Source: an optimization exercise on an open RTL-to-GDS flow (aim: small area and a short achievable clock period). Production flows keep margins and buffers that such runs may drop. No functional check of the RTL was part of any run shown here. Power figures rest on the tool's default switching activity, not on a simulated workload.

### design/flow/design.v
module Sbox5 (
    input  [5:0] in,
    output reg [3:0] out
);
    reg [1:0] row;
    reg [3:0] column;
    always @(*) begin
        row = {in[5], in[0]};
        column = in[4:1];
        case (column)
            4'b0000 : case (row)
                        2'b00 :  out = 4'b0010;
                        2'b01 :  out = 4'b1110;
                        2'b10 :  out = 4'b0100;
                        2'b11 :  out = 4'b1011;
                     endcase
            4'b0001 : case (row)
                        2'b00 :  out = 4'b1100;
                        2'b01 :  out = 4'b1011;
                        2'b10 :  out = 4'b0010;
                        2'b11 :  out = 4'b1000;
                     endcase
            4'b0010 : case (row)
                        2'b00 :  out = 4'b0100;
                        2'b01 :  out = 4'b0010;
                        2'b10 :  out = 4'b0001;
                        2'b11 :  out = 4'b1100;
                     endcase
            4'b0011 : case (row)
                        2'b00 :  out = 4'b0001;
                        2'b01 :  out = 4'b1100;
                        2'b10 :  out = 4'b1011;
                        2'b11 :  out = 4'b0111;
                     endcase
            4'b0100 : case (row)
                        2'b00 :  out = 4'b0111;
                        2'b01 :  out = 4'b0100;
                        2'b10 :  out = 4'b1100;
                        2'b11 :  out = 4'b0001;
                     endcase
            4'b0101 : case (row)
                        2'b00 :  out = 4'b1010;
                        2'b01 :  out = 4'b0111;  
                        2'b10 :  out = 4'b1101;
                        2'b11 :  out = 4'b1110;
                     endcase
            4'b0110 : case (row)
                        2'b00 :  out = 4'b1011;
                        2'b01 :  out = 4'b1101;
                        2'b10 :  out = 4'b0111;
                        2'b11 :  out = 4'b0010;
                     endcase
            4'b0111 : case (row)
                        2'b00 :  out = 4'b0110;
                        2'b01 :  out = 4'b0001;
                        2'b10 :  out = 4'b1000;
                        2'b11 :  out = 4'b1101;
                     endcase
            4'b1000 : case (row)
                        2'b00 :  out = 4'b1000;
                        2'b01 :  out = 4'b0101;
                        2'b10 :  out = 4'b1111;
                        2'b11 :  out = 4'b0110;
                     endcase
            4'b1001 : case (row)
                        2'b00 :  out = 4'b0101;
                        2'b01 :  out = 4'b0000;
                        2'b10 :  out = 4'b1001;
                        2'b11 :  out = 4'b1111;
                     endcase
            4'b1010 : case (row)
                        2'b00 :  out = 4'b0011;
                        2'b01 :  out = 4'b1111;
                        2'b10 :  out = 4'b1100;
                        2'b11 :  out = 4'b0000;
                     endcase
            4'b1011 : case (row)
                        2'b00 :  out = 4'b1111;
                        2'b01 :  out = 4'b1100;
                        2'b10 :  out = 4'b0101;
                        2'b11 :  out = 4'b1001;
                     endcase
            4'b1100 : case (row)
                        2'b00 :  out = 4'b1101;
                        2'b01 :  out = 4'b0011;
                        2'b10 :  out = 4'b0110;
                        2'b11 :  out = 4'b1100;
                     endcase
            4'b1101 : case (row)
                        2'b00 :  out = 4'b0000;
                        2'b01 :  out = 4'b1001;
                        2'b10 :  out = 4'b0011;
                        2'b11 :  out = 4'b0100;
                     endcase
            4'b1110 : case (row)
                        2'b00 :  out = 4'b1110;
                        2'b01 :  out = 4'b1000;
                        2'b10 :  out = 4'b0000;
                        2'b11 :  out = 4'b0101;
                     endcase
            4'b1111 : case (row)
                        2'b00 :  out = 4'b1001;
                        2'b01 :  out = 4'b0110;
                        2'b10 :  out = 4'b1110;
                        2'b11 :  out = 4'b0011;
                     endcase
            default: out = 4'h0;
        endcase
    end
endmodule
module Round (
    input  [3:0]  s_box_out,
    input  [31:0] h_in,
    output reg [31:0] h_out
);
    reg [3:0] h_in_n [0:7];
    reg [3:0] h_out_n [0:7];
    integer i;
    reg [3:0] temp;
    reg [1:0] rot;  
    always @(*) begin
        h_in_n[7] = h_in[31:28];
        h_in_n[6] = h_in[27:24];
        h_in_n[5] = h_in[23:20];
        h_in_n[4] = h_in[19:16];
        h_in_n[3] = h_in[15:12];
        h_in_n[2] = h_in[11:8];
        h_in_n[1] = h_in[7:4];
        h_in_n[0] = h_in[3:0];
        for (i = 0; i < 8; i = i + 1) begin
            temp = h_in_n[(i + 2) % 8] ^ s_box_out;
            rot = (i/2);  
            if (rot == 0)
                h_out_n[i] = temp & 4'hF;
            else
                h_out_n[i] = ( ((temp << rot) | (temp >> (4 - rot))) & 4'hF );
        end
        h_out = {h_out_n[7], h_out_n[6], h_out_n[5], h_out_n[4],
                 h_out_n[3], h_out_n[2], h_out_n[1], h_out_n[0]};
    end
endmodule
module HashIteration (
    input  [7:0] M,
    output reg   a,
    output reg   b,
    output reg   c       
);
    wire [5:0] x = {M[5], M[7] ^ M[2], M[3], M[0], M[4] ^ M[1], M[6]};
    always @(*) begin
        case (x)
            6'd0 : {a, b, c} = 3'b011;
            6'd1 : {a, b, c} = 3'b101;
            6'd2 : {a, b, c} = 3'b110;
            6'd3 : {a, b, c} = 3'b101;
            6'd4 : {a, b, c} = 3'b101;
            6'd5 : {a, b, c} = 3'b011;
            6'd6 : {a, b, c} = 3'b101;
            6'd7 : {a, b, c} = 3'b110;
            6'd8 : {a, b, c} = 3'b011;
            6'd9 : {a, b, c} = 3'b101;
            6'd10: {a, b, c} = 3'b000;
            6'd11: {a, b, c} = 3'b011;
            6'd12: {a, b, c} = 3'b101;
            6'd13: {a, b, c} = 3'b011;
            6'd14: {a, b, c} = 3'b110;
            6'd15: {a, b, c} = 3'b101;
            6'd16: {a, b, c} = 3'b011;
            6'd17: {a, b, c} = 3'b000;
            6'd18: {a, b, c} = 3'b000;
            6'd19: {a, b, c} = 3'b000;
            6'd20: {a, b, c} = 3'b110;
            6'd21: {a, b, c} = 3'b000;
            6'd22: {a, b, c} = 3'b000;
            6'd23: {a, b, c} = 3'b110;
            6'd24: {a, b, c} = 3'b011;
            6'd25: {a, b, c} = 3'b110;
            6'd26: {a, b, c} = 3'b000;
            6'd27: {a, b, c} = 3'b110;
            6'd28: {a, b, c} = 3'b101;
            6'd29: {a, b, c} = 3'b011;
            6'd30: {a, b, c} = 3'b110;
            6'd31: {a, b, c} = 3'b110;
            6'd32: {a, b, c} = 3'b101;
            6'd33: {a, b, c} = 3'b101;
            6'd34: {a, b, c} = 3'b011;
            6'd35: {a, b, c} = 3'b011;
            6'd36: {a, b, c} = 3'b101;
            6'd37: {a, b, c} = 3'b110;
            6'd38: {a, b, c} = 3'b101;
            6'd39: {a, b, c} = 3'b011;
            6'd40: {a, b, c} = 3'b110;
            6'd41: {a, b, c} = 3'b101;
            6'd42: {a, b, c} = 3'b011;
            6'd43: {a, b, c} = 3'b101;
            6'd44: {a, b, c} = 3'b011;
            6'd45: {a, b, c} = 3'b011;
            6'd46: {a, b, c} = 3'b011;
            6'd47: {a, b, c} = 3'b011;
            6'd48: {a, b, c} = 3'b000;
            6'd49: {a, b, c} = 3'b110;
            6'd50: {a, b, c} = 3'b110;
            6'd51: {a, b, c} = 3'b000;
            6'd52: {a, b, c} = 3'b110;
            6'd53: {a, b, c} = 3'b000;
            6'd54: {a, b, c} = 3'b000;
            6'd55: {a, b, c} = 3'b110;
            6'd56: {a, b, c} = 3'b110;
            6'd57: {a, b, c} = 3'b110;
            6'd58: {a, b, c} = 3'b110;
            6'd59: {a, b, c} = 3'b101;
            6'd60: {a, b, c} = 3'b000;
            6'd61: {a, b, c} = 3'b000;
            6'd62: {a, b, c} = 3'b101;
            6'd63: {a, b, c} = 3'b110;
            default: {a, b, c} = 3'b000;
        endcase
    end
endmodule
module cz_inv  (input a, output y);       assign y = ~a;           endmodule
module cz_nor2 (input a, b, output y);    assign y = ~(a | b);     endmodule
module cz_nand2(input a, b, output y);    assign y = ~(a & b);     endmodule
module cz_nor3 (input a, b, c, output y); assign y = ~(a | b | c); endmodule
module cz_nor4 (input a, b, c, d, output y); assign y = ~(a | b | c | d); endmodule
module cz_and2 (input a, b, output y);    assign y = a & b;        endmodule
module cz_andn (input a, b, output y);    assign y = a & ~b;       endmodule
module cz_andx (input a, b, c, output y); assign y = a & (b ^ c);  endmodule
module cz_bit0(input c, l, s, output d);    assign d = s ? ~c : l;        endmodule
module cz_bitp(input c, t, l, s, output d); assign d = s ? (c ^ t) : l;   endmodule
module cz_bitn(input c, t, l, s, output d); assign d = s ? ~(c ^ t) : l;  endmodule   
module lightHashDES(
    input              clk,
    input              M_valid,
    input              rst_n,
    input      [7:0]   M,
    input     [63:0]   input_length,
    output reg         hash_ready,
    output     [31:0]  digest
);
    reg        busy;
    reg [63:0] counter;
    reg [15:1] rn;             
    reg        a_t, b_t, c_t;  
    reg [11:0] f;              
    wire [63:0] counter_d;
    wire z1;
    wire z2;
    wire z3;
    wire z4;
    wire z5;
    wire z6;
    wire z7;
    wire z8;
    wire z9;
    wire z10;
    wire z11;
    wire z12;
    wire z13;
    wire z14;
    wire z15;
    wire z16;
    wire z17;
    wire z18;
    wire z19;
    wire z20;
    wire z21;
    wire z22;
    wire z23;
    wire z24;
    wire z25;
    wire z26;
    wire z27;
    wire z28;
    wire z29;
    wire z30;
    wire z31;
    wire z32;
    wire z33;
    wire z34;
    wire z35;
    wire z36;
    wire z37;
    wire z38;
    wire z39;
    wire z40;
    wire z41;
    wire z42;
    wire z43;
    wire z44;
    wire z45;
    wire z46;
    wire z47;
    wire z48;
    wire z49;
    wire z50;
    wire z51;
    wire z52;
    wire z53;
    wire z54;
    wire z55;
    wire z56;
    wire z57;
    wire z58;
    wire z59;
    wire z60;
    wire z61;
    wire z62;
    wire z63;
    wire z64;
    wire z65;
    wire z66;
    wire z67;
    wire z68;
    wire z69;
    wire z70;
    wire z71;
    wire z72;
    wire z73;
    wire z74;
    wire z75;
    wire z76;
    wire z77;
    wire z78;
    wire z79;
    wire z80;
    wire z81;
    wire z82;
    wire z83;
    wire z84;
    wire z85;
    wire z86;
    wire z87;
    wire z88;
    wire z89;
    wire z90;
    wire z91;
    wire z92;
    wire z93;
    wire z94;
    wire z95;
    wire z96;
    wire z97;
    wire z98;
    wire z99;
    wire z100;
    wire z101;
    wire z102;
    wire z103;
    wire z104;
    wire z105;
    wire z106;
    wire z107;
    wire z108;
    wire z109;
    wire z110;
    cz_nor2  u_z1 (.a(counter[0]), .b(counter[1]), .y(z1));
    cz_nor3  u_z2 (.a(counter[0]), .b(counter[1]), .c(counter[2]), .y(z2));
    cz_nor3  u_z3 (.a(counter[1]), .b(counter[2]), .c(counter[3]), .y(z3));
    cz_andn  u_z4 (.a(z3), .b(counter[0]), .y(z4));
    cz_and2  u_z5 (.a(z3), .b(counter[0]), .y(z5));
    cz_nor2  u_z6 (.a(rn[1]), .b(counter[4]), .y(z6));
    cz_nor3  u_z7 (.a(rn[1]), .b(counter[4]), .c(counter[5]), .y(z7));
    cz_nor4  u_z8 (.a(rn[1]), .b(counter[4]), .c(counter[5]), .d(counter[6]), .y(z8));
    cz_nor3  u_z9 (.a(counter[5]), .b(counter[6]), .c(counter[7]), .y(z9));
    cz_andn  u_z10 (.a(z9), .b(counter[4]), .y(z10));
    cz_andx  u_z11 (.a(z9), .b(counter[4]), .c(rn[1]), .y(z11));
    cz_nor2  u_z12 (.a(rn[2]), .b(counter[8]), .y(z12));
    cz_nor3  u_z13 (.a(rn[2]), .b(counter[8]), .c(counter[9]), .y(z13));
    cz_nor4  u_z14 (.a(rn[2]), .b(counter[8]), .c(counter[9]), .d(counter[10]), .y(z14));
    cz_nor3  u_z15 (.a(counter[9]), .b(counter[10]), .c(counter[11]), .y(z15));
    cz_andn  u_z16 (.a(z15), .b(counter[8]), .y(z16));
    cz_andx  u_z17 (.a(z15), .b(counter[8]), .c(rn[2]), .y(z17));
    cz_nor2  u_z18 (.a(rn[3]), .b(counter[12]), .y(z18));
    cz_nor3  u_z19 (.a(rn[3]), .b(counter[12]), .c(counter[13]), .y(z19));
    cz_nor4  u_z20 (.a(rn[3]), .b(counter[12]), .c(counter[13]), .d(counter[14]), .y(z20));
    cz_nor3  u_z21 (.a(counter[13]), .b(counter[14]), .c(counter[15]), .y(z21));
    cz_andn  u_z22 (.a(z21), .b(counter[12]), .y(z22));
    cz_andx  u_z23 (.a(z21), .b(counter[12]), .c(rn[3]), .y(z23));
    cz_nor2  u_z24 (.a(rn[4]), .b(counter[16]), .y(z24));
    cz_nor3  u_z25 (.a(rn[4]), .b(counter[16]), .c(counter[17]), .y(z25));
    cz_nor4  u_z26 (.a(rn[4]), .b(counter[16]), .c(counter[17]), .d(counter[18]), .y(z26));
    cz_nor3  u_z27 (.a(counter[17]), .b(counter[18]), .c(counter[19]), .y(z27));
    cz_andn  u_z28 (.a(z27), .b(counter[16]), .y(z28));
    cz_andx  u_z29 (.a(z27), .b(counter[16]), .c(rn[4]), .y(z29));
    cz_nor2  u_z30 (.a(rn[5]), .b(counter[20]), .y(z30));
    cz_nor3  u_z31 (.a(rn[5]), .b(counter[20]), .c(counter[21]), .y(z31));
    cz_nor4  u_z32 (.a(rn[5]), .b(counter[20]), .c(counter[21]), .d(counter[22]), .y(z32));
    cz_nor3  u_z33 (.a(counter[21]), .b(counter[22]), .c(counter[23]), .y(z33));
    cz_andn  u_z34 (.a(z33), .b(counter[20]), .y(z34));
    cz_andx  u_z35 (.a(z33), .b(counter[20]), .c(rn[5]), .y(z35));
    cz_nor2  u_z36 (.a(rn[6]), .b(counter[24]), .y(z36));
    cz_nor3  u_z37 (.a(rn[6]), .b(counter[24]), .c(counter[25]), .y(z37));
    cz_nor4  u_z38 (.a(rn[6]), .b(counter[24]), .c(counter[25]), .d(counter[26]), .y(z38));
    cz_nor3  u_z39 (.a(counter[25]), .b(counter[26]), .c(counter[27]), .y(z39));
    cz_andn  u_z40 (.a(z39), .b(counter[24]), .y(z40));
    cz_andx  u_z41 (.a(z39), .b(counter[24]), .c(rn[6]), .y(z41));
    cz_nor2  u_z42 (.a(rn[7]), .b(counter[28]), .y(z42));
    cz_nor3  u_z43 (.a(rn[7]), .b(counter[28]), .c(counter[29]), .y(z43));
    cz_nor4  u_z44 (.a(rn[7]), .b(counter[28]), .c(counter[29]), .d(counter[30]), .y(z44));
    cz_nor3  u_z45 (.a(counter[29]), .b(counter[30]), .c(counter[31]), .y(z45));
    cz_andn  u_z46 (.a(z45), .b(counter[28]), .y(z46));
    cz_andx  u_z47 (.a(z45), .b(counter[28]), .c(rn[7]), .y(z47));
    cz_nor2  u_z48 (.a(rn[8]), .b(counter[32]), .y(z48));
    cz_nor3  u_z49 (.a(rn[8]), .b(counter[32]), .c(counter[33]), .y(z49));
    cz_nor4  u_z50 (.a(rn[8]), .b(counter[32]), .c(counter[33]), .d(counter[34]), .y(z50));
    cz_nor3  u_z51 (.a(counter[33]), .b(counter[34]), .c(counter[35]), .y(z51));
    cz_andn  u_z52 (.a(z51), .b(counter[32]), .y(z52));
    cz_andx  u_z53 (.a(z51), .b(counter[32]), .c(rn[8]), .y(z53));
    cz_nor2  u_z54 (.a(rn[9]), .b(counter[36]), .y(z54));
    cz_nor3  u_z55 (.a(rn[9]), .b(counter[36]), .c(counter[37]), .y(z55));
    cz_nor4  u_z56 (.a(rn[9]), .b(counter[36]), .c(counter[37]), .d(counter[38]), .y(z56));
    cz_nor3  u_z57 (.a(counter[37]), .b(counter[38]), .c(counter[39]), .y(z57));
    cz_andn  u_z58 (.a(z57), .b(counter[36]), .y(z58));
    cz_andx  u_z59 (.a(z57), .b(counter[36]), .c(rn[9]), .y(z59));
    cz_nor2  u_z60 (.a(rn[10]), .b(counter[40]), .y(z60));
    cz_nor3  u_z61 (.a(rn[10]), .b(counter[40]), .c(counter[41]), .y(z61));
    cz_nor4  u_z62 (.a(rn[10]), .b(counter[40]), .c(counter[41]), .d(counter[42]), .y(z62));
    cz_nor3  u_z63 (.a(counter[41]), .b(counter[42]), .c(counter[43]), .y(z63));
    cz_andn  u_z64 (.a(z63), .b(counter[40]), .y(z64));
    cz_andx  u_z65 (.a(z63), .b(counter[40]), .c(rn[10]), .y(z65));
    cz_nor2  u_z66 (.a(rn[11]), .b(counter[44]), .y(z66));
    cz_nor3  u_z67 (.a(rn[11]), .b(counter[44]), .c(counter[45]), .y(z67));
    cz_nor4  u_z68 (.a(rn[11]), .b(counter[44]), .c(counter[45]), .d(counter[46]), .y(z68));
    cz_nor3  u_z69 (.a(counter[45]), .b(counter[46]), .c(counter[47]), .y(z69));
    cz_andn  u_z70 (.a(z69), .b(counter[44]), .y(z70));
    cz_andx  u_z71 (.a(z69), .b(counter[44]), .c(rn[11]), .y(z71));
    cz_nor2  u_z72 (.a(rn[12]), .b(counter[48]), .y(z72));
    cz_nor3  u_z73 (.a(rn[12]), .b(counter[48]), .c(counter[49]), .y(z73));
    cz_nor4  u_z74 (.a(rn[12]), .b(counter[48]), .c(counter[49]), .d(counter[50]), .y(z74));
    cz_nor3  u_z75 (.a(counter[49]), .b(counter[50]), .c(counter[51]), .y(z75));
    cz_andn  u_z76 (.a(z75), .b(counter[48]), .y(z76));
    cz_andx  u_z77 (.a(z75), .b(counter[48]), .c(rn[12]), .y(z77));
    cz_nor2  u_z78 (.a(rn[13]), .b(counter[52]), .y(z78));
    cz_nor3  u_z79 (.a(rn[13]), .b(counter[52]), .c(counter[53]), .y(z79));
    cz_nor4  u_z80 (.a(rn[13]), .b(counter[52]), .c(counter[53]), .d(counter[54]), .y(z80));
    cz_nor3  u_z81 (.a(counter[53]), .b(counter[54]), .c(counter[55]), .y(z81));
    cz_andn  u_z82 (.a(z81), .b(counter[52]), .y(z82));
    cz_andx  u_z83 (.a(z81), .b(counter[52]), .c(rn[13]), .y(z83));
    cz_nor2  u_z84 (.a(rn[14]), .b(counter[56]), .y(z84));
    cz_nor3  u_z85 (.a(rn[14]), .b(counter[56]), .c(counter[57]), .y(z85));
    cz_nor4  u_z86 (.a(rn[14]), .b(counter[56]), .c(counter[57]), .d(counter[58]), .y(z86));
    cz_nor3  u_z87 (.a(counter[57]), .b(counter[58]), .c(counter[59]), .y(z87));
    cz_andn  u_z88 (.a(z87), .b(counter[56]), .y(z88));
    cz_andx  u_z89 (.a(z87), .b(counter[56]), .c(rn[14]), .y(z89));
    cz_nor2  u_z90 (.a(rn[15]), .b(counter[60]), .y(z90));
    cz_nor3  u_z91 (.a(rn[15]), .b(counter[60]), .c(counter[61]), .y(z91));
    cz_nor4  u_z92 (.a(rn[15]), .b(counter[60]), .c(counter[61]), .d(counter[62]), .y(z92));
    cz_nor3  u_z93 (.a(counter[61]), .b(counter[62]), .c(counter[63]), .y(z93));
    cz_andn  u_z94 (.a(z93), .b(counter[60]), .y(z94));
    cz_andx  u_z95 (.a(z93), .b(counter[60]), .c(rn[15]), .y(z95));
    cz_nand2 u_z96 (.a(z5), .b(z11), .y(z96));
    cz_nand2 u_z97 (.a(z17), .b(z23), .y(z97));
    cz_nand2 u_z98 (.a(z29), .b(z35), .y(z98));
    cz_nand2 u_z99 (.a(z41), .b(z47), .y(z99));
    cz_nand2 u_z100 (.a(z53), .b(z59), .y(z100));
    cz_nand2 u_z101 (.a(z65), .b(z71), .y(z101));
    cz_nand2 u_z102 (.a(z77), .b(z83), .y(z102));
    cz_nand2 u_z103 (.a(z89), .b(z95), .y(z103));
    cz_nor2  u_z104 (.a(z96), .b(z97), .y(z104));
    cz_nor2  u_z105 (.a(z98), .b(z99), .y(z105));
    cz_nor2  u_z106 (.a(z100), .b(z101), .y(z106));
    cz_nor2  u_z107 (.a(z102), .b(z103), .y(z107));
    cz_nand2 u_z108 (.a(z104), .b(z105), .y(z108));
    cz_nand2 u_z109 (.a(z106), .b(z107), .y(z109));
    cz_nor2  u_z110 (.a(z108), .b(z109), .y(z110));
    cz_bit0 u_b0 (.c(counter[0]), .l(input_length[0]), .s(busy), .d(counter_d[0]));
    cz_bitn u_b1 (.c(counter[1]), .t(counter[0]), .l(input_length[1]), .s(busy), .d(counter_d[1]));
    cz_bitp u_b2 (.c(counter[2]), .t(z1), .l(input_length[2]), .s(busy), .d(counter_d[2]));
    cz_bitp u_b3 (.c(counter[3]), .t(z2), .l(input_length[3]), .s(busy), .d(counter_d[3]));
    cz_bitn u_b4 (.c(counter[4]), .t(rn[1]), .l(input_length[4]), .s(busy), .d(counter_d[4]));
    cz_bitp u_b5 (.c(counter[5]), .t(z6), .l(input_length[5]), .s(busy), .d(counter_d[5]));
    cz_bitp u_b6 (.c(counter[6]), .t(z7), .l(input_length[6]), .s(busy), .d(counter_d[6]));
    cz_bitp u_b7 (.c(counter[7]), .t(z8), .l(input_length[7]), .s(busy), .d(counter_d[7]));
    cz_bitn u_b8 (.c(counter[8]), .t(rn[2]), .l(input_length[8]), .s(busy), .d(counter_d[8]));
    cz_bitp u_b9 (.c(counter[9]), .t(z12), .l(input_length[9]), .s(busy), .d(counter_d[9]));
    cz_bitp u_b10 (.c(counter[10]), .t(z13), .l(input_length[10]), .s(busy), .d(counter_d[10]));
    cz_bitp u_b11 (.c(counter[11]), .t(z14), .l(input_length[11]), .s(busy), .d(counter_d[11]));
    cz_bitn u_b12 (.c(counter[12]), .t(rn[3]), .l(input_length[12]), .s(busy), .d(counter_d[12]));
    cz_bitp u_b13 (.c(counter[13]), .t(z18), .l(input_length[13]), .s(busy), .d(counter_d[13]));
    cz_bitp u_b14 (.c(counter[14]), .t(z19), .l(input_length[14]), .s(busy), .d(counter_d[14]));
    cz_bitp u_b15 (.c(counter[15]), .t(z20), .l(input_length[15]), .s(busy), .d(counter_d[15]));
    cz_bitn u_b16 (.c(counter[16]), .t(rn[4]), .l(input_length[16]), .s(busy), .d(counter_d[16]));
    cz_bitp u_b17 (.c(counter[17]), .t(z24), .l(input_length[17]), .s(busy), .d(counter_d[17]));
    cz_bitp u_b18 (.c(counter[18]), .t(z25), .l(input_length[18]), .s(busy), .d(counter_d[18]));
    cz_bitp u_b19 (.c(counter[19]), .t(z26), .l(input_length[19]), .s(busy), .d(counter_d[19]));
    cz_bitn u_b20 (.c(counter[20]), .t(rn[5]), .l(input_length[20]), .s(busy), .d(counter_d[20]));
    cz_bitp u_b21 (.c(counter[21]), .t(z30), .l(input_length[21]), .s(busy), .d(counter_d[21]));
    cz_bitp u_b22 (.c(counter[22]), .t(z31), .l(input_length[22]), .s(busy), .d(counter_d[22]));
    cz_bitp u_b23 (.c(counter[23]), .t(z32), .l(input_length[23]), .s(busy), .d(counter_d[23]));
    cz_bitn u_b24 (.c(counter[24]), .t(rn[6]), .l(input_length[24]), .s(busy), .d(counter_d[24]));
    cz_bitp u_b25 (.c(counter[25]), .t(z36), .l(input_length[25]), .s(busy), .d(counter_d[25]));
    cz_bitp u_b26 (.c(counter[26]), .t(z37), .l(input_length[26]), .s(busy), .d(counter_d[26]));
    cz_bitp u_b27 (.c(counter[27]), .t(z38), .l(input_length[27]), .s(busy), .d(counter_d[27]));
    cz_bitn u_b28 (.c(counter[28]), .t(rn[7]), .l(input_length[28]), .s(busy), .d(counter_d[28]));
    cz_bitp u_b29 (.c(counter[29]), .t(z42), .l(input_length[29]), .s(busy), .d(counter_d[29]));
    cz_bitp u_b30 (.c(counter[30]), .t(z43), .l(input_length[30]), .s(busy), .d(counter_d[30]));
    cz_bitp u_b31 (.c(counter[31]), .t(z44), .l(input_length[31]), .s(busy), .d(counter_d[31]));
    cz_bitn u_b32 (.c(counter[32]), .t(rn[8]), .l(input_length[32]), .s(busy), .d(counter_d[32]));
    cz_bitp u_b33 (.c(counter[33]), .t(z48), .l(input_length[33]), .s(busy), .d(counter_d[33]));
    cz_bitp u_b34 (.c(counter[34]), .t(z49), .l(input_length[34]), .s(busy), .d(counter_d[34]));
    cz_bitp u_b35 (.c(counter[35]), .t(z50), .l(input_length[35]), .s(busy), .d(counter_d[35]));
    cz_bitn u_b36 (.c(counter[36]), .t(rn[9]), .l(input_length[36]), .s(busy), .d(counter_d[36]));
    cz_bitp u_b37 (.c(counter[37]), .t(z54), .l(input_length[37]), .s(busy), .d(counter_d[37]));
    cz_bitp u_b38 (.c(counter[38]), .t(z55), .l(input_length[38]), .s(busy), .d(counter_d[38]));
    cz_bitp u_b39 (.c(counter[39]), .t(z56), .l(input_length[39]), .s(busy), .d(counter_d[39]));
    cz_bitn u_b40 (.c(counter[40]), .t(rn[10]), .l(input_length[40]), .s(busy), .d(counter_d[40]));
    cz_bitp u_b41 (.c(counter[41]), .t(z60), .l(input_length[41]), .s(busy), .d(counter_d[41]));
    cz_bitp u_b42 (.c(counter[42]), .t(z61), .l(input_length[42]), .s(busy), .d(counter_d[42]));
    cz_bitp u_b43 (.c(counter[43]), .t(z62), .l(input_length[43]), .s(busy), .d(counter_d[43]));
    cz_bitn u_b44 (.c(counter[44]), .t(rn[11]), .l(input_length[44]), .s(busy), .d(counter_d[44]));
    cz_bitp u_b45 (.c(counter[45]), .t(z66), .l(input_length[45]), .s(busy), .d(counter_d[45]));
    cz_bitp u_b46 (.c(counter[46]), .t(z67), .l(input_length[46]), .s(busy), .d(counter_d[46]));
    cz_bitp u_b47 (.c(counter[47]), .t(z68), .l(input_length[47]), .s(busy), .d(counter_d[47]));
    cz_bitn u_b48 (.c(counter[48]), .t(rn[12]), .l(input_length[48]), .s(busy), .d(counter_d[48]));
    cz_bitp u_b49 (.c(counter[49]), .t(z72), .l(input_length[49]), .s(busy), .d(counter_d[49]));
    cz_bitp u_b50 (.c(counter[50]), .t(z73), .l(input_length[50]), .s(busy), .d(counter_d[50]));
    cz_bitp u_b51 (.c(counter[51]), .t(z74), .l(input_length[51]), .s(busy), .d(counter_d[51]));
    cz_bitn u_b52 (.c(counter[52]), .t(rn[13]), .l(input_length[52]), .s(busy), .d(counter_d[52]));
    cz_bitp u_b53 (.c(counter[53]), .t(z78), .l(input_length[53]), .s(busy), .d(counter_d[53]));
    cz_bitp u_b54 (.c(counter[54]), .t(z79), .l(input_length[54]), .s(busy), .d(counter_d[54]));
    cz_bitp u_b55 (.c(counter[55]), .t(z80), .l(input_length[55]), .s(busy), .d(counter_d[55]));
    cz_bitn u_b56 (.c(counter[56]), .t(rn[14]), .l(input_length[56]), .s(busy), .d(counter_d[56]));
    cz_bitp u_b57 (.c(counter[57]), .t(z84), .l(input_length[57]), .s(busy), .d(counter_d[57]));
    cz_bitp u_b58 (.c(counter[58]), .t(z85), .l(input_length[58]), .s(busy), .d(counter_d[58]));
    cz_bitp u_b59 (.c(counter[59]), .t(z86), .l(input_length[59]), .s(busy), .d(counter_d[59]));
    cz_bitn u_b60 (.c(counter[60]), .t(rn[15]), .l(input_length[60]), .s(busy), .d(counter_d[60]));
    cz_bitp u_b61 (.c(counter[61]), .t(z90), .l(input_length[61]), .s(busy), .d(counter_d[61]));
    cz_bitp u_b62 (.c(counter[62]), .t(z91), .l(input_length[62]), .s(busy), .d(counter_d[62]));
    cz_bitp u_b63 (.c(counter[63]), .t(z92), .l(input_length[63]), .s(busy), .d(counter_d[63]));
    wire one = z110;    
    wire [14:0] gz = {z88, z82, z76, z70, z64, z58, z52, z46, z40, z34, z28, z22, z16, z10, z4};    
    wire a_m, b_m, c_m;
    HashIteration main (.M(M), .a(a_m), .b(b_m), .c(c_m));
    always @(posedge clk or negedge rst_n) begin
        if (!rst_n) begin
            busy       <= 1'b0;
            hash_ready <= 1'b0;
        end else begin
            hash_ready <= busy & one;
            busy       <= busy ? !one : M_valid;
        end
    end
    localparam [11:0] C0 = 12'b1010_1101_0101;
    localparam [11:0] CP = 12'b0111_1110_0011;
    localparam [11:0] CA = 12'b1000_0110_1111;
    localparam [11:0] CB = 12'b0001_1001_1111;
    localparam [11:0] CC = CA & CB;            
    localparam [11:0] OA = CA & ~CB;           
    localparam [11:0] OB = CB & ~CA;           
    always @(posedge clk) begin
        counter <= counter_d;
        rn      <= ~({15{busy}} & {gz[14:1] & ~rn[14:1], gz[0]});
        a_t     <= a_m;
        b_t     <= b_m;
        c_t     <= c_m;
        f       <= busy ? f ^ CP ^ (OA & {12{a_t}}) ^ (OB & {12{b_t}}) ^ (CC & {12{c_t}}) : C0;
    end
    assign digest = {
        f[4],  f[11], f[4],  f[11], f[8],  f[5],  f[7],  f[6],    
        f[9],  f[9],  f[10], f[10], f[10], 1'b0,  f[9],  1'b0,    
        f[6],  f[8],  f[5],  f[7],  f[6],  f[4],  f[5],  f[4],    
        f[3],  f[0],  f[3],  f[1],  f[2],  f[1],  f[2],  f[0]     
    };
endmodule
### design/flow/flow/run.sh
#!/bin/bash
cp standard.sh standard.sh.txt
export BUFFER_PORTS_ARGS="-buffer_cell sky130_fd_sc_hd__buf_1"
bash standard.sh > standard.log 2>&1
### design/flow/standard.sh
#!/bin/bash
# synth_recipe.tcl (not shown) runs the flow's synth.tcl, then flattens the netlist and writes it again
# the make line also repeats each setting of config.mk as NAME=value (left out here)
make -C /OpenROAD-flow-scripts/flow DESIGN_CONFIG=/design/flow/config.mk WORK_HOME=/design/flow/orfs CLKGATE_MAP_FILE= SYNTH_SCRIPT=/design/flow/synth_recipe.tcl "${@:-finish}"
### design/flow/config.mk
export PLATFORM = sky130hd
export DESIGN_NAME = lightHashDES
export DESIGN_NICKNAME = lightHashDES
export VERILOG_FILES = /design/flow/design.v
export SDC_FILE = /design/flow/constraint.sdc
export NUM_CORES = 4
export LEC_CHECK = 0
export CAP_MARGIN = 20
export CORE_MARGIN = 2
export CORE_UTILIZATION = 40
export SETUP_SLACK_MARGIN = 1.6
export SLEW_MARGIN = 20
export SYNTH_HIERARCHICAL = 1
### design/flow/constraint.sdc
create_clock -name core_clock -period 3.3 [get_ports {clk}]
set_input_delay 0.6600 -clock core_clock [delete_from_list [all_inputs] [get_ports {clk}]]
set_output_delay 0.6600 -clock core_clock [all_outputs]
set_load 0.01 [all_outputs]
==> notes.md, run 1 <==
* Worst slack at placement at 0.912 ns
* Worst skew pair latency at 0.34 ns
* Post-synth top area cell: dfxtp_1
* Reg-to-Reg End: counter[56]
* Sum of negative setup slack at 0 ns
* Synth top area share at 37.4%
* Die width at 116 µm
* Worst setup SP type: primary input
* Die Ht at 116 µm
* Post-route ant nets at 0
* Power Internal at 2.47 mW
* Largest net degree at the start of global routing at 59
* Clock Tree Buf Depth at 2
* Gate power share at 21.6%
* RD Place Congestion at 0.788
* Worst EP arrival at 1.87 ns
* Final Max Tran Viols at 0
* Post-synthesis cell type count at 41
* Number of hold buffers added after CTS at 0
* Switching power at 1.09 mW
* Setup CP Type: primary input to flop
* Sequential share of the synthesized area at 38.4%
* RR Startpoint: busy
* Fin area at 5830 µm²
* N_diodes at 0
* Final worst slack at 1.65 ns
* RSZ-0062 raised after global routing: yes
* Worst Tran Pin Value at 0.513 ns
* Share of cells above drive strength 1 at 17.5%
* First-pass GRT wire length at 15400 µm
* Synth-to-Final Area Change at 15.8%
* Mapped Area at 5030 µm²
* Register clock-pin slew on the reported worst setup and hold paths at 0.07 ns
* Routed wire per std cell at 11.6 µm
* Syn Area/Cell at 9.76 µm²
* H-tree Lvls at 3
* DRC at 0
* Worst min path class: primary input to asynchronous set/reset pin
* Fmax at 0.605 GHz
* Total GRT Usage at 14.1%
* Routed vias/inst at 4.68
* Syn Inst Count at 516
* Asr flop ratio synth at 2.08%
* Ys Warns at 8
* Initial Utilization at 41.4%
* Req. time, crit path at 3.52 ns
* Ports at 108
* Core Region at 12200 µm²
* Finished Core Util at 48.0%
* Clock power frac at 29.4%
* Max-Cap Viols at 0
* First-pass detailed-route iteration total at 4
* Final Cycle Share at 50.1%
* Worst R2R Path Depth at 2
* Initial antenna violation count at 0
* Final setup violation count at 0
* P per Cell Area at 610 nW/µm²
* Min cycle time layout at 1.65 ns
* Yosys reg bits at 96
* CTS Buf Count at 9
* Core Rows at 40
* DRT iter0 DRCs at 154
* Vias in the first global route at 3437
* DP Area at 5500 µm²
* DP Wirelength at 6450 µm
* Crit path max fanout at 15
* Die ar. at 13500 µm²
* IO buf count at 105
* Fillers at 1178
* Slew HR at 65.8%
* Nets at 684
* CTS tree: built
* Hold violation total from the final report at 0
* Vias at 3649
* Root Driver: clkbuf_16
* P_leak at 2.03 nW
* Total wire length at 9070 µm
* Post-synth EDFFs at 0
* Post-synth top flop: dfxtp_1
* Nature of the critical path endpoint: flop
* R2r setup slk at 1.74 ns
* Worst clock skew at 0.00739 ns
* Top post-synthesis cells by area: dfxtp_1 (37%), xnor2_1 (12%), nor3_2 (6.4%)
* GRT overflow at 0
* Status: timing/DRC/antenna clean
* Clk sinks at 96
* Sequential share of power at 49.0%
* VDD IR max at 0.304 mV
* Switching Share at 30.5%
[area by class of cell]
cell class                      count  area (µm²)  area share [%]
Tap cell                          168         210            3.60
Inverter                            6        22.5           0.386
Clock buffer                       12         256            4.40
Sequential cell                    96        1940            33.2
Clock inverter                      3        42.5           0.729
Multi-Input combinational cell    387        2930            50.2
Timing Repair Buffer              108         435            7.47
[metrics by stage]
step                      cells  hold WS [ns]  total power [mW]
final                       780        0.0997              3.56
after floorplan             517         0.364              2.42
after global placement      765         0.396              2.50
after global routing        780        0.0884              3.79
after detailed placement    765         0.407              2.54
after CTS                   780        0.0805              3.62
[repair_timing]
| item | 4_1_cts | 5_1_grt |
|---|---|---|
| setup endpoints to repair | 3 | 3 |
| pin swaps | 0 | 0 |
| gates resized for setup | 4 | 4 |
| cloned | 0 | 0 |
| setup buffers | 0 | 0 |
[cells in the final DEF, fill, tap and decap left out, types with 2 or more instances in the layout]
cell type,n
nor2_1,71
clkbuf_2,3
nor2b_4,15
and2_1,21
conb_1,2
o21ai_0,3
mux2_4,16
o31ai_1,2
clkbuf_8,2
buf_1,100
mux2i_1,2
buf_2,2
a211oi_1,2
inv_1,6
and3_1,2
clkbuf_16,9
nor3_2,32
nand3b_1,14
nand2_1,25
xnor2_1,69
o211ai_1,2
nand3_1,3
xor2_1,19
buf_4,2
nor4_2,15
a21oi_1,54
dfxtp_1,94
[critical path, stage by stage]
cell       delay, ns
buf_1           0.13
xnor2_4         0.37
nor3_1          0.12
a2111oi_2       0.30
o31ai_1         0.12
a21boi_2        0.17
[power by group through the flow]
| stage | combinational, mW | sequential [mW] | clock, mW |
|---|---|---|---|
| floorplan | 0.667 | 1.75 | 0 |
| global placement | 0.748 | 1.76 | 0 |
| detailed placement | 0.766 | 1.77 | 0 |
| CTS | 0.776 | 1.75 | 1.09 |
| global route | 0.855 | 1.79 | 1.14 |
| finish | 0.769 | 1.74 | 1.05 |
[synthesized netlist by cell type, types with 3 or more instances]
master and count:
nand3_1 3, o21ai_0 3, inv_1 6, nor3_2 32
nor2_1 71, xor2_1 19, and2_1 21, a21oi_1 54
buf_2 4, mux2_4 16, nor4_2 15, dfxtp_1 94
nand2_1 25, xnor2_1 71, buf_4 22, nor2b_4 15
nand3b_1 14
[per-layer routing]
| layer | vias up | part of all wire, % | wire length [µm] | track usage [%] |
|---|---|---|---|---|
| met2 | 71 | 48 | 4360 | 23.9 |
| met4 | 0 | 1.2 | 106 | 3.81 |
| met1 | 1664 | 46 | 4160 | 17.3 |
| met5 | - | 0 | 0 | 0 |
| met3 | 6 | 5.0 | 449 | 4.72 |
| li1 | 1908 | - | - | - |
[Yosys stat by module (local to each module, per instance), excerpt]
module	copies in the design	cell area, µm²	cells
cz_nand2	10	3.75	1
cz_nor2	21	3.75	1
cz_bitn	16	23.8	2
cz_nor4	15	12.5	1
cz_andx	15	15.0	2
lightHashDES	1	2380	160
[registers in the layout (all words and copies together), names as in the netlist]
name,flops
counter,64
rn,15
f,12
a_t,1
b_t,1
busy,1
c_t,1
hash_ready,1
[worst max path at each step]
stage          startpoint  end  slack, ns
2_1_floorplan        M[2]  a_t       1.60
3_3_place_gp         M[2]  b_t       1.01
3_5_place_dp         M[2]  b_t       0.91
4_1_cts              M[6]  b_t       1.61
5_1_grt              M[1]  b_t       1.56
6_report             M[2]  b_t       1.65
[kinds of logic after synthesis]
family	Yosys count	synth area share, %
buf+inv	34	4.27
simple gates	201	26.9
mux	18	5.17
other cells	1	0.0745
compound gates	73	8.40
flops	96	38.4
xor+xnor	92	16.5
fa+ha+maj	1	0.248
==> run 2: changes to the inputs <==
--- a/design/flow/design.v
+++ b/design/flow/design.v
@@ -224,9 +224,9 @@
 module cz_and2 (input a, b, output y);    assign y = a & b;        endmodule
 module cz_andn (input a, b, output y);    assign y = a & ~b;       endmodule
 module cz_andx (input a, b, c, output y); assign y = a & (b ^ c);  endmodule
-module cz_bit0(input c, l, s, output d);    assign d = s ? ~c : l;        endmodule
-module cz_bitp(input c, t, l, s, output d); assign d = s ? (c ^ t) : l;   endmodule
-module cz_bitn(input c, t, l, s, output d); assign d = s ? ~(c ^ t) : l;  endmodule   
+module cz_bit0(input c, l, s, output d);    assign d = s ? l : ~c;        endmodule
+module cz_bitp(input c, t, l, s, output d); assign d = s ? l : (c ^ t);   endmodule
+module cz_bitn(input c, t, l, s, output d); assign d = s ? l : ~(c ^ t);  endmodule   
 module lightHashDES(
     input              clk,
     input              M_valid,
@@ -242,6 +242,7 @@
     reg        a_t, b_t, c_t;  
     reg [11:0] f;              
     wire [63:0] counter_d;
+    wire start = !busy && M_valid;
     wire z1;
     wire z2;
     wire z3;
@@ -462,70 +463,70 @@
     cz_nand2 u_z108 (.a(z104), .b(z105), .y(z108));
     cz_nand2 u_z109 (.a(z106), .b(z107), .y(z109));
     cz_nor2  u_z110 (.a(z108), .b(z109), .y(z110));
-    cz_bit0 u_b0 (.c(counter[0]), .l(input_length[0]), .s(busy), .d(counter_d[0]));
-    cz_bitn u_b1 (.c(counter[1]), .t(counter[0]), .l(input_length[1]), .s(busy), .d(counter_d[1]));
-    cz_bitp u_b2 (.c(counter[2]), .t(z1), .l(input_length[2]), .s(busy), .d(counter_d[2]));
-    cz_bitp u_b3 (.c(counter[3]), .t(z2), .l(input_length[3]), .s(busy), .d(counter_d[3]));
-    cz_bitn u_b4 (.c(counter[4]), .t(rn[1]), .l(input_length[4]), .s(busy), .d(counter_d[4]));
-    cz_bitp u_b5 (.c(counter[5]), .t(z6), .l(input_length[5]), .s(busy), .d(counter_d[5]));
-    cz_bitp u_b6 (.c(counter[6]), .t(z7), .l(input_length[6]), .s(busy), .d(counter_d[6]));
-    cz_bitp u_b7 (.c(counter[7]), .t(z8), .l(input_length[7]), .s(busy), .d(counter_d[7]));
-    cz_bitn u_b8 (.c(counter[8]), .t(rn[2]), .l(input_length[8]), .s(busy), .d(counter_d[8]));
-    cz_bitp u_b9 (.c(counter[9]), .t(z12), .l(input_length[9]), .s(busy), .d(counter_d[9]));
-    cz_bitp u_b10 (.c(counter[10]), .t(z13), .l(input_length[10]), .s(busy), .d(counter_d[10]));
-    cz_bitp u_b11 (.c(counter[11]), .t(z14), .l(input_length[11]), .s(busy), .d(counter_d[11]));
-    cz_bitn u_b12 (.c(counter[12]), .t(rn[3]), .l(input_length[12]), .s(busy), .d(counter_d[12]));
-    cz_bitp u_b13 (.c(counter[13]), .t(z18), .l(input_length[13]), .s(busy), .d(counter_d[13]));
-    cz_bitp u_b14 (.c(counter[14]), .t(z19), .l(input_length[14]), .s(busy), .d(counter_d[14]));
-    cz_bitp u_b15 (.c(counter[15]), .t(z20), .l(input_length[15]), .s(busy), .d(counter_d[15]));
-    cz_bitn u_b16 (.c(counter[16]), .t(rn[4]), .l(input_length[16]), .s(busy), .d(counter_d[16]));
-    cz_bitp u_b17 (.c(counter[17]), .t(z24), .l(input_length[17]), .s(busy), .d(counter_d[17]));
-    cz_bitp u_b18 (.c(counter[18]), .t(z25), .l(input_length[18]), .s(busy), .d(counter_d[18]));
-    cz_bitp u_b19 (.c(counter[19]), .t(z26), .l(input_length[19]), .s(busy), .d(counter_d[19]));
-    cz_bitn u_b20 (.c(counter[20]), .t(rn[5]), .l(input_length[20]), .s(busy), .d(counter_d[20]));
-    cz_bitp u_b21 (.c(counter[21]), .t(z30), .l(input_length[21]), .s(busy), .d(counter_d[21]));
-    cz_bitp u_b22 (.c(counter[22]), .t(z31), .l(input_length[22]), .s(busy), .d(counter_d[22]));
-    cz_bitp u_b23 (.c(counter[23]), .t(z32), .l(input_length[23]), .s(busy), .d(counter_d[23]));
-    cz_bitn u_b24 (.c(counter[24]), .t(rn[6]), .l(input_length[24]), .s(busy), .d(counter_d[24]));
-    cz_bitp u_b25 (.c(counter[25]), .t(z36), .l(input_length[25]), .s(busy), .d(counter_d[25]));
-    cz_bitp u_b26 (.c(counter[26]), .t(z37), .l(input_length[26]), .s(busy), .d(counter_d[26]));
-    cz_bitp u_b27 (.c(counter[27]), .t(z38), .l(input_length[27]), .s(busy), .d(counter_d[27]));
-    cz_bitn u_b28 (.c(counter[28]), .t(rn[7]), .l(input_length[28]), .s(busy), .d(counter_d[28]));
-    cz_bitp u_b29 (.c(counter[29]), .t(z42), .l(input_length[29]), .s(busy), .d(counter_d[29]));
-    cz_bitp u_b30 (.c(counter[30]), .t(z43), .l(input_length[30]), .s(busy), .d(counter_d[30]));
-    cz_bitp u_b31 (.c(counter[31]), .t(z44), .l(input_length[31]), .s(busy), .d(counter_d[31]));
-    cz_bitn u_b32 (.c(counter[32]), .t(rn[8]), .l(input_length[32]), .s(busy), .d(counter_d[32]));
-    cz_bitp u_b33 (.c(counter[33]), .t(z48), .l(input_length[33]), .s(busy), .d(counter_d[33]));
-    cz_bitp u_b34 (.c(counter[34]), .t(z49), .l(input_length[34]), .s(busy), .d(counter_d[34]));
-    cz_bitp u_b35 (.c(counter[35]), .t(z50), .l(input_length[35]), .s(busy), .d(counter_d[35]));
-    cz_bitn u_b36 (.c(counter[36]), .t(rn[9]), .l(input_length[36]), .s(busy), .d(counter_d[36]));
-    cz_bitp u_b37 (.c(counter[37]), .t(z54), .l(input_length[37]), .s(busy), .d(counter_d[37]));
-    cz_bitp u_b38 (.c(counter[38]), .t(z55), .l(input_length[38]), .s(busy), .d(counter_d[38]));
-    cz_bitp u_b39 (.c(counter[39]), .t(z56), .l(input_length[39]), .s(busy), .d(counter_d[39]));
-    cz_bitn u_b40 (.c(counter[40]), .t(rn[10]), .l(input_length[40]), .s(busy), .d(counter_d[40]));
-    cz_bitp u_b41 (.c(counter[41]), .t(z60), .l(input_length[41]), .s(busy), .d(counter_d[41]));
-    cz_bitp u_b42 (.c(counter[42]), .t(z61), .l(input_length[42]), .s(busy), .d(counter_d[42]));
-    cz_bitp u_b43 (.c(counter[43]), .t(z62), .l(input_length[43]), .s(busy), .d(counter_d[43]));
-    cz_bitn u_b44 (.c(counter[44]), .t(rn[11]), .l(input_length[44]), .s(busy), .d(counter_d[44]));
-    cz_bitp u_b45 (.c(counter[45]), .t(z66), .l(input_length[45]), .s(busy), .d(counter_d[45]));
-    cz_bitp u_b46 (.c(counter[46]), .t(z67), .l(input_length[46]), .s(busy), .d(counter_d[46]));
-    cz_bitp u_b47 (.c(counter[47]), .t(z68), .l(input_length[47]), .s(busy), .d(counter_d[47]));
-    cz_bitn u_b48 (.c(counter[48]), .t(rn[12]), .l(input_length[48]), .s(busy), .d(counter_d[48]));
-    cz_bitp u_b49 (.c(counter[49]), .t(z72), .l(input_length[49]), .s(busy), .d(counter_d[49]));
-    cz_bitp u_b50 (.c(counter[50]), .t(z73), .l(input_length[50]), .s(busy), .d(counter_d[50]));
-    cz_bitp u_b51 (.c(counter[51]), .t(z74), .l(input_length[51]), .s(busy), .d(counter_d[51]));
-    cz_bitn u_b52 (.c(counter[52]), .t(rn[13]), .l(input_length[52]), .s(busy), .d(counter_d[52]));
-    cz_bitp u_b53 (.c(counter[53]), .t(z78), .l(input_length[53]), .s(busy), .d(counter_d[53]));
-    cz_bitp u_b54 (.c(counter[54]), .t(z79), .l(input_length[54]), .s(busy), .d(counter_d[54]));
-    cz_bitp u_b55 (.c(counter[55]), .t(z80), .l(input_length[55]), .s(busy), .d(counter_d[55]));
-    cz_bitn u_b56 (.c(counter[56]), .t(rn[14]), .l(input_length[56]), .s(busy), .d(counter_d[56]));
-    cz_bitp u_b57 (.c(counter[57]), .t(z84), .l(input_length[57]), .s(busy), .d(counter_d[57]));
-    cz_bitp u_b58 (.c(counter[58]), .t(z85), .l(input_length[58]), .s(busy), .d(counter_d[58]));
-    cz_bitp u_b59 (.c(counter[59]), .t(z86), .l(input_length[59]), .s(busy), .d(counter_d[59]));
-    cz_bitn u_b60 (.c(counter[60]), .t(rn[15]), .l(input_length[60]), .s(busy), .d(counter_d[60]));
-    cz_bitp u_b61 (.c(counter[61]), .t(z90), .l(input_length[61]), .s(busy), .d(counter_d[61]));
-    cz_bitp u_b62 (.c(counter[62]), .t(z91), .l(input_length[62]), .s(busy), .d(counter_d[62]));
-    cz_bitp u_b63 (.c(counter[63]), .t(z92), .l(input_length[63]), .s(busy), .d(counter_d[63]));
+    cz_bit0 u_b0 (.c(counter[0]), .l(input_length[0]), .s(start), .d(counter_d[0]));
+    cz_bitn u_b1 (.c(counter[1]), .t(counter[0]), .l(input_length[1]), .s(start), .d(counter_d[1]));
+    cz_bitp u_b2 (.c(counter[2]), .t(z1), .l(input_length[2]), .s(start), .d(counter_d[2]));
+    cz_bitp u_b3 (.c(counter[3]), .t(z2), .l(input_length[3]), .s(start), .d(counter_d[3]));
+    cz_bitn u_b4 (.c(counter[4]), .t(rn[1]), .l(input_length[4]), .s(start), .d(counter_d[4]));
+    cz_bitp u_b5 (.c(counter[5]), .t(z6), .l(input_length[5]), .s(start), .d(counter_d[5]));
+    cz_bitp u_b6 (.c(counter[6]), .t(z7), .l(input_length[6]), .s(start), .d(counter_d[6]));
+    cz_bitp u_b7 (.c(counter[7]), .t(z8), .l(input_length[7]), .s(start), .d(counter_d[7]));
+    cz_bitn u_b8 (.c(counter[8]), .t(rn[2]), .l(input_length[8]), .s(start), .d(counter_d[8]));
+    cz_bitp u_b9 (.c(counter[9]), .t(z12), .l(input_length[9]), .s(start), .d(counter_d[9]));
+    cz_bitp u_b10 (.c(counter[10]), .t(z13), .l(input_length[10]), .s(start), .d(counter_d[10]));
+    cz_bitp u_b11 (.c(counter[11]), .t(z14), .l(input_length[11]), .s(start), .d(counter_d[11]));
+    cz_bitn u_b12 (.c(counter[12]), .t(rn[3]), .l(input_length[12]), .s(start), .d(counter_d[12]));
+    cz_bitp u_b13 (.c(counter[13]), .t(z18), .l(input_length[13]), .s(start), .d(counter_d[13]));
+    cz_bitp u_b14 (.c(counter[14]), .t(z19), .l(input_length[14]), .s(start), .d(counter_d[14]));
+    cz_bitp u_b15 (.c(counter[15]), .t(z20), .l(input_length[15]), .s(start), .d(counter_d[15]));
+    cz_bitn u_b16 (.c(counter[16]), .t(rn[4]), .l(input_length[16]), .s(start), .d(counter_d[16]));
+    cz_bitp u_b17 (.c(counter[17]), .t(z24), .l(input_length[17]), .s(start), .d(counter_d[17]));
+    cz_bitp u_b18 (.c(counter[18]), .t(z25), .l(input_length[18]), .s(start), .d(counter_d[18]));
+    cz_bitp u_b19 (.c(counter[19]), .t(z26), .l(input_length[19]), .s(start), .d(counter_d[19]));
+    cz_bitn u_b20 (.c(counter[20]), .t(rn[5]), .l(input_length[20]), .s(start), .d(counter_d[20]));
+    cz_bitp u_b21 (.c(counter[21]), .t(z30), .l(input_length[21]), .s(start), .d(counter_d[21]));
+    cz_bitp u_b22 (.c(counter[22]), .t(z31), .l(input_length[22]), .s(start), .d(counter_d[22]));
+    cz_bitp u_b23 (.c(counter[23]), .t(z32), .l(input_length[23]), .s(start), .d(counter_d[23]));
+    cz_bitn u_b24 (.c(counter[24]), .t(rn[6]), .l(input_length[24]), .s(start), .d(counter_d[24]));
+    cz_bitp u_b25 (.c(counter[25]), .t(z36), .l(input_length[25]), .s(start), .d(counter_d[25]));
+    cz_bitp u_b26 (.c(counter[26]), .t(z37), .l(input_length[26]), .s(start), .d(counter_d[26]));
+    cz_bitp u_b27 (.c(counter[27]), .t(z38), .l(input_length[27]), .s(start), .d(counter_d[27]));
+    cz_bitn u_b28 (.c(counter[28]), .t(rn[7]), .l(input_length[28]), .s(start), .d(counter_d[28]));
+    cz_bitp u_b29 (.c(counter[29]), .t(z42), .l(input_length[29]), .s(start), .d(counter_d[29]));
+    cz_bitp u_b30 (.c(counter[30]), .t(z43), .l(input_length[30]), .s(start), .d(counter_d[30]));
+    cz_bitp u_b31 (.c(counter[31]), .t(z44), .l(input_length[31]), .s(start), .d(counter_d[31]));
+    cz_bitn u_b32 (.c(counter[32]), .t(rn[8]), .l(input_length[32]), .s(start), .d(counter_d[32]));
+    cz_bitp u_b33 (.c(counter[33]), .t(z48), .l(input_length[33]), .s(start), .d(counter_d[33]));
+    cz_bitp u_b34 (.c(counter[34]), .t(z49), .l(input_length[34]), .s(start), .d(counter_d[34]));
+    cz_bitp u_b35 (.c(counter[35]), .t(z50), .l(input_length[35]), .s(start), .d(counter_d[35]));
+    cz_bitn u_b36 (.c(counter[36]), .t(rn[9]), .l(input_length[36]), .s(start), .d(counter_d[36]));
+    cz_bitp u_b37 (.c(counter[37]), .t(z54), .l(input_length[37]), .s(start), .d(counter_d[37]));
+    cz_bitp u_b38 (.c(counter[38]), .t(z55), .l(input_length[38]), .s(start), .d(counter_d[38]));
+    cz_bitp u_b39 (.c(counter[39]), .t(z56), .l(input_length[39]), .s(start), .d(counter_d[39]));
+    cz_bitn u_b40 (.c(counter[40]), .t(rn[10]), .l(input_length[40]), .s(start), .d(counter_d[40]));
+    cz_bitp u_b41 (.c(counter[41]), .t(z60), .l(input_length[41]), .s(start), .d(counter_d[41]));
+    cz_bitp u_b42 (.c(counter[42]), .t(z61), .l(input_length[42]), .s(start), .d(counter_d[42]));
+    cz_bitp u_b43 (.c(counter[43]), .t(z62), .l(input_length[43]), .s(start), .d(counter_d[43]));
+    cz_bitn u_b44 (.c(counter[44]), .t(rn[11]), .l(input_length[44]), .s(start), .d(counter_d[44]));
+    cz_bitp u_b45 (.c(counter[45]), .t(z66), .l(input_length[45]), .s(start), .d(counter_d[45]));
+    cz_bitp u_b46 (.c(counter[46]), .t(z67), .l(input_length[46]), .s(start), .d(counter_d[46]));
+    cz_bitp u_b47 (.c(counter[47]), .t(z68), .l(input_length[47]), .s(start), .d(counter_d[47]));
+    cz_bitn u_b48 (.c(counter[48]), .t(rn[12]), .l(input_length[48]), .s(start), .d(counter_d[48]));
+    cz_bitp u_b49 (.c(counter[49]), .t(z72), .l(input_length[49]), .s(start), .d(counter_d[49]));
+    cz_bitp u_b50 (.c(counter[50]), .t(z73), .l(input_length[50]), .s(start), .d(counter_d[50]));
+    cz_bitp u_b51 (.c(counter[51]), .t(z74), .l(input_length[51]), .s(start), .d(counter_d[51]));
+    cz_bitn u_b52 (.c(counter[52]), .t(rn[13]), .l(input_length[52]), .s(start), .d(counter_d[52]));
+    cz_bitp u_b53 (.c(counter[53]), .t(z78), .l(input_length[53]), .s(start), .d(counter_d[53]));
+    cz_bitp u_b54 (.c(counter[54]), .t(z79), .l(input_length[54]), .s(start), .d(counter_d[54]));
+    cz_bitp u_b55 (.c(counter[55]), .t(z80), .l(input_length[55]), .s(start), .d(counter_d[55]));
+    cz_bitn u_b56 (.c(counter[56]), .t(rn[14]), .l(input_length[56]), .s(start), .d(counter_d[56]));
+    cz_bitp u_b57 (.c(counter[57]), .t(z84), .l(input_length[57]), .s(start), .d(counter_d[57]));
+    cz_bitp u_b58 (.c(counter[58]), .t(z85), .l(input_length[58]), .s(start), .d(counter_d[58]));
+    cz_bitp u_b59 (.c(counter[59]), .t(z86), .l(input_length[59]), .s(start), .d(counter_d[59]));
+    cz_bitn u_b60 (.c(counter[60]), .t(rn[15]), .l(input_length[60]), .s(start), .d(counter_d[60]));
+    cz_bitp u_b61 (.c(counter[61]), .t(z90), .l(input_length[61]), .s(start), .d(counter_d[61]));
+    cz_bitp u_b62 (.c(counter[62]), .t(z91), .l(input_length[62]), .s(start), .d(counter_d[62]));
+    cz_bitp u_b63 (.c(counter[63]), .t(z92), .l(input_length[63]), .s(start), .d(counter_d[63]));
     wire one = z110;    
     wire [14:0] gz = {z88, z82, z76, z70, z64, z58, z52, z46, z40, z34, z28, z22, z16, z10, z4};    
     wire a_m, b_m, c_m;
@@ -552,7 +553,7 @@
         a_t     <= a_m;
         b_t     <= b_m;
         c_t     <= c_m;
-        f       <= busy ? f ^ CP ^ (OA & {12{a_t}}) ^ (OB & {12{b_t}}) ^ (CC & {12{c_t}}) : C0;
+        f       <= start ? C0 : f ^ CP ^ (OA & {12{a_t}}) ^ (OB & {12{b_t}}) ^ (CC & {12{c_t}});
     end
     assign digest = {
         f[4],  f[11], f[4],  f[11], f[8],  f[5],  f[7],  f[6],    
==> design/flow/flow/run.sh (replaced) <==
#!/bin/bash
cp standard.sh standard.sh.txt
export BUFFER_PORTS_ARGS="-buffer_cell sky130_fd_sc_hd__buf_1"
export RECOVER_POWER=100
bash standard.sh > standard.log 2>&1
==> run 2 against run 1 <==
Compared with the run above:
- setup slack worse by 0.27 ns
- sequential share of layout area up 0.93 points
- fmax down 14%
- global-route usage up 0.12 points
- final area down 2.9%
- register-to-register slack worse by 0.22 ns
- clock power about the same
- critical path type unchanged
- largest cell class unchanged
- highest routed layer unchanged
==> notes.md, run 2 <==
* Max-Cap Viols at 0
* Met3 usage at 2.82%
* Switching power at 1.01 mW
* DP Wirelength at 6340 µm
* Vias at 3660
* Worst clock skew at 0.00792 ns
* CTS tree: built
* Die Ht at 116 µm
* Post-synth top area cell: dfxtp_1
* Top post-synthesis cells by area: dfxtp_1 (38%), xnor2_1 (9.3%), nand2_1 (6.7%)
* P_leak at 1.77 nW
* Total GRT Usage at 14.2%
* Register clock-pin slew on the reported worst setup and hold paths at 0.06 ns
* Worst skew pair latency at 0.34 ns
* Met1 Track Usage GR at 18.0%
* Non-filler cells, final at 794
* IO buf count at 105
* Worst min path class: primary input to asynchronous set/reset pin
* Core Rows at 40
* Top Family by Delay on Critical Path: buffers and inverters
* Sequential share of power at 49.6%
* Final Cycle Share at 58.1%
* VDD IR max at 0.349 mV
* Number of hold buffers added after CTS at 0
* Final Max Tran Viols at 0
* Status: timing/DRC/antenna clean
* Worst Tran Pin Value at 0.891 ns
* Fmax at 0.521 GHz
* Switching Share at 30.0%
* Sequential share of the synthesized area at 38.7%
* N_diodes at 0
* Flip-flop and latch area at 1930 µm²
* RSZ-0062 raised after global routing: yes
* Synth top area share at 37.7%
* Core Region at 12100 µm²
* Fillers at 1220
* P per Cell Area at 595 nW/µm²
* Clk sinks at 96
* DRT iter0 DRCs at 140
* Worst EP arrival at 2.18 ns
* Largest Register: counter
* First-pass detailed-route iteration total at 4
* Final setup violation count at 0
* Initial antenna violation count at 0
* Sum of negative setup slack at 0 ns
* Share of cells above drive strength 1 at 13.3%
* Worst setup SP type: primary input
* Ports at 108
* Req. time, crit path at 3.56 ns
* Most frequent cells in the layout: buf_1 (101), dfxtp_1 (94), nand2_1 (89), o21ai_0 (68), xnor2_1 (52)
* Finished Core Util at 46.7%
* Setup CP Type: primary input to flop
* DP Area at 5410 µm²
* Clock power frac at 31.5%
* Vias in the first global route at 3451
* Post-CTS sizing at 2
* Post-route ant nets at 0
* Total wire length at 9130 µm
* Post-Place Cells at 782
* Most frequent cell after synthesis: dfxtp_1
* First-pass GRT wire length at 15300 µm
* Ys Warns at 8
* DRC at 0
* Clock Tree Buf Depth at 2
* Max reg flops at 64
* Routed wire per std cell at 11.5 µm
* Syn Area/Cell at 9.34 µm²
* Asr flop ratio synth at 2.08%
* Power Internal at 2.36 mW
* Gate power share at 19.0%
* Synth cell count leaders: dfxtp_1 (94), nand2_1 (89), o21ai_1 (64), xnor2_1 (53), xor2_1 (37)
* Bufs and invs on worst path at 2
* GRT busiest layer: met2
* Worst path max stage delay at 0.45 ns
* Largest net degree at the start of global routing at 134
* Nets at 701
* Fin area at 5660 µm²
* Slew HR at 40.6%
* CP cell instances: clkbuf_1 > inv_1 > ha_1 > and3_1 > o31ai_1 > a21boi_0
* Post-synth top flop: dfxtp_1
* Post-synth EDFFs at 0
* Synth-to-Final Area Change at 13.5%
* Commonest non-fill, non-tap cell in the layout: buf_1
* H-tree Lvls at 3
* Hold violation total from the final report at 0
* Post-synthesis cell type count at 45
* Yosys reg bits at 96
* Die ar. at 13400 µm²
* Min cycle time layout at 1.92 ns
* Syn Inst Count at 534
* Routing usage on met2 at 23.1%
* Largest registers: counter (64), rn (15), f (12)
* Post-CTS Setup Bufs at 0
* Multi-input gate area at 2790 µm²
* Fin Hold WS at 0.101 ns
* Initial Utilization at 41.2%
* Root Driver: clkbuf_16
* Mapped Area at 4990 µm²
* Slowest CP cell: clkbuf_1
* Die width at 116 µm
* Routed vias/inst at 4.61
* Nature of the critical path endpoint: flop
* Crit path max fanout at 14
* CTS Buf Count at 9
* RD Place Congestion at 0.742
* GRT overflow at 0
==> run 2: cell count changes in the layout (fill, tap and decap cells not counted), moves of 5 or more <==
| cell | delta |
|---|---|
| xnor2_1 | -17 |
| a21oi_1 | -47 |
| nand2_1 | +64 |
| nor2_1 | -44 |
| and2_1 | -5 |
| xor2_1 | +18 |
| o21ai_0 | +65 |
| mux2_4 | -16 |
==> run 2: layout make-up <==
cell class                      instances  share of cell area (%)
Clock inverter                          2                    1.06
Timing Repair Buffer                  107                    7.20
Sequential cell                        96                    34.1
Tap cell                              168                    3.71
Multi-Input combinational cell        405                    49.3
Clock buffer                           10                    4.04
Inverter                                6                   0.530
==> run 2: stage by stage <==
| stage | setup WS (ns) | power, mW |
|---|---|---|
| floorplan | 1.60 | 2.27 |
| global placement | 1.18 | 2.36 |
| detailed placement | 1.13 | 2.38 |
| CTS | 1.61 | 3.47 |
| global route | 1.22 | 3.59 |
| finish | 1.38 | 3.37 |
==> run 2: power by group through the flow <==
stage | clock [mW] | combinational (mW) | sequential [mW]
global placement | 0 | 0.675 | 1.68
floorplan | 0 | 0.586 | 1.69
CTS | 1.11 | 0.693 | 1.67
finish | 1.06 | 0.639 | 1.67
global route | 1.15 | 0.727 | 1.71
detailed placement | 0 | 0.686 | 1.70
==> run 2: path summary, 6_finish.rpt <==
path                       startpoint     endpoint  slack, ns  cells after the start
setup / recovery                 M[0]          b_t       1.38                      6
hold / removal                  rst_n         busy       0.10                      1
setup reg to reg                 busy  counter[46]       1.52                      3
hold reg to reg                  f[9]         f[9]       0.41                      1
max in group asynchronous       rst_n   hash_ready       3.05                      1
min in group core_clock          f[9]         f[9]       0.41                      1
==> run 2: metal layers <==
| layer | part of all wire [%] | vias to the layer above |
|---|---|---|
| met5 | 0 | - |
| met4 | 2.3 | 0 |
| met3 | 4.6 | 11 |
| met2 | 44 | 70 |
| met1 | 49 | 1621 |
| li1 | - | 1958 |
==> run 2: Yosys stat by module (local to each module, per instance) <==
| module | area [µm²] | cells |
|---|---|---|
| cz_andx | 15.0 | 2 |
| cz_nor4 | 12.5 | 1 |
| cz_nor3 | 10.0 | 1 |
| cz_nand2 | 3.75 | 1 |
| cz_bit0 | 8.76 | 2 |
| HashIteration | 378 | 57 |
| cz_bitn | 17.5 | 3 |
| cz_andn | 13.8 | 1 |
| cz_and2 | 6.26 | 1 |
| lightHashDES | 2440 | 162 |
| cz_nor2 | 3.75 | 1 |
| cz_bitp | 17.5 | 3 |
==> run 2: kinds of logic (layout without fill, tap and decap cells) <==
| kind of cell | Yosys count | after routing | share of synthesized area, % |
|---|---|---|---|
| fa+ha+maj | 1 | 1 | 0.251 |
| xor+xnor | 92 | 92 | 16.7 |
| simple gates | 219 | 219 | 29.1 |
| buf+inv | 34 | 125 | 4.84 |
| compound gates | 91 | 91 | 10.3 |
| other cells | 1 | 2 | 0.0752 |
| flops | 96 | 96 | 38.7 |

[static timing again, ports no longer ideal]
The results above use ideal ports. As a check the final layouts listed here were re-extracted and re-timed, cells and wires unchanged. Step 1 (the two cells are an assumption about what drives the block):
set clk [get_ports {clk}]
set_driving_cell -lib_cell sky130_fd_sc_hd__clkbuf_16 $clk
set_driving_cell -lib_cell sky130_fd_sc_hd__buf_2 [delete_from_list [all_inputs] $clk]
Step 2 also shifts input and output timing later by t, the mid clock arrival at the registers, as if the neighbouring blocks saw the same clock. Three values: no drivers, after step 1, after step 2; two values: the first two.
run	shift t [ns]	setup WS [ns]	worst setup path after step 2	latest minus earliest clock arrival (ns)	worst data-port slew with drivers (ns)
run 1	0.374	1.647 / 1.664 / 1.290	input to register	0.008 / 0.009	0.05
run 2	0.376	1.382 / 1.393 / 1.017	input to register	0.008 / 0.008	0.04
After both steps setup and hold are still met in every run listed. The setup slack of run 2, which loses most, moves by +0.011 ns with the drivers and by -0.365 ns with both steps.
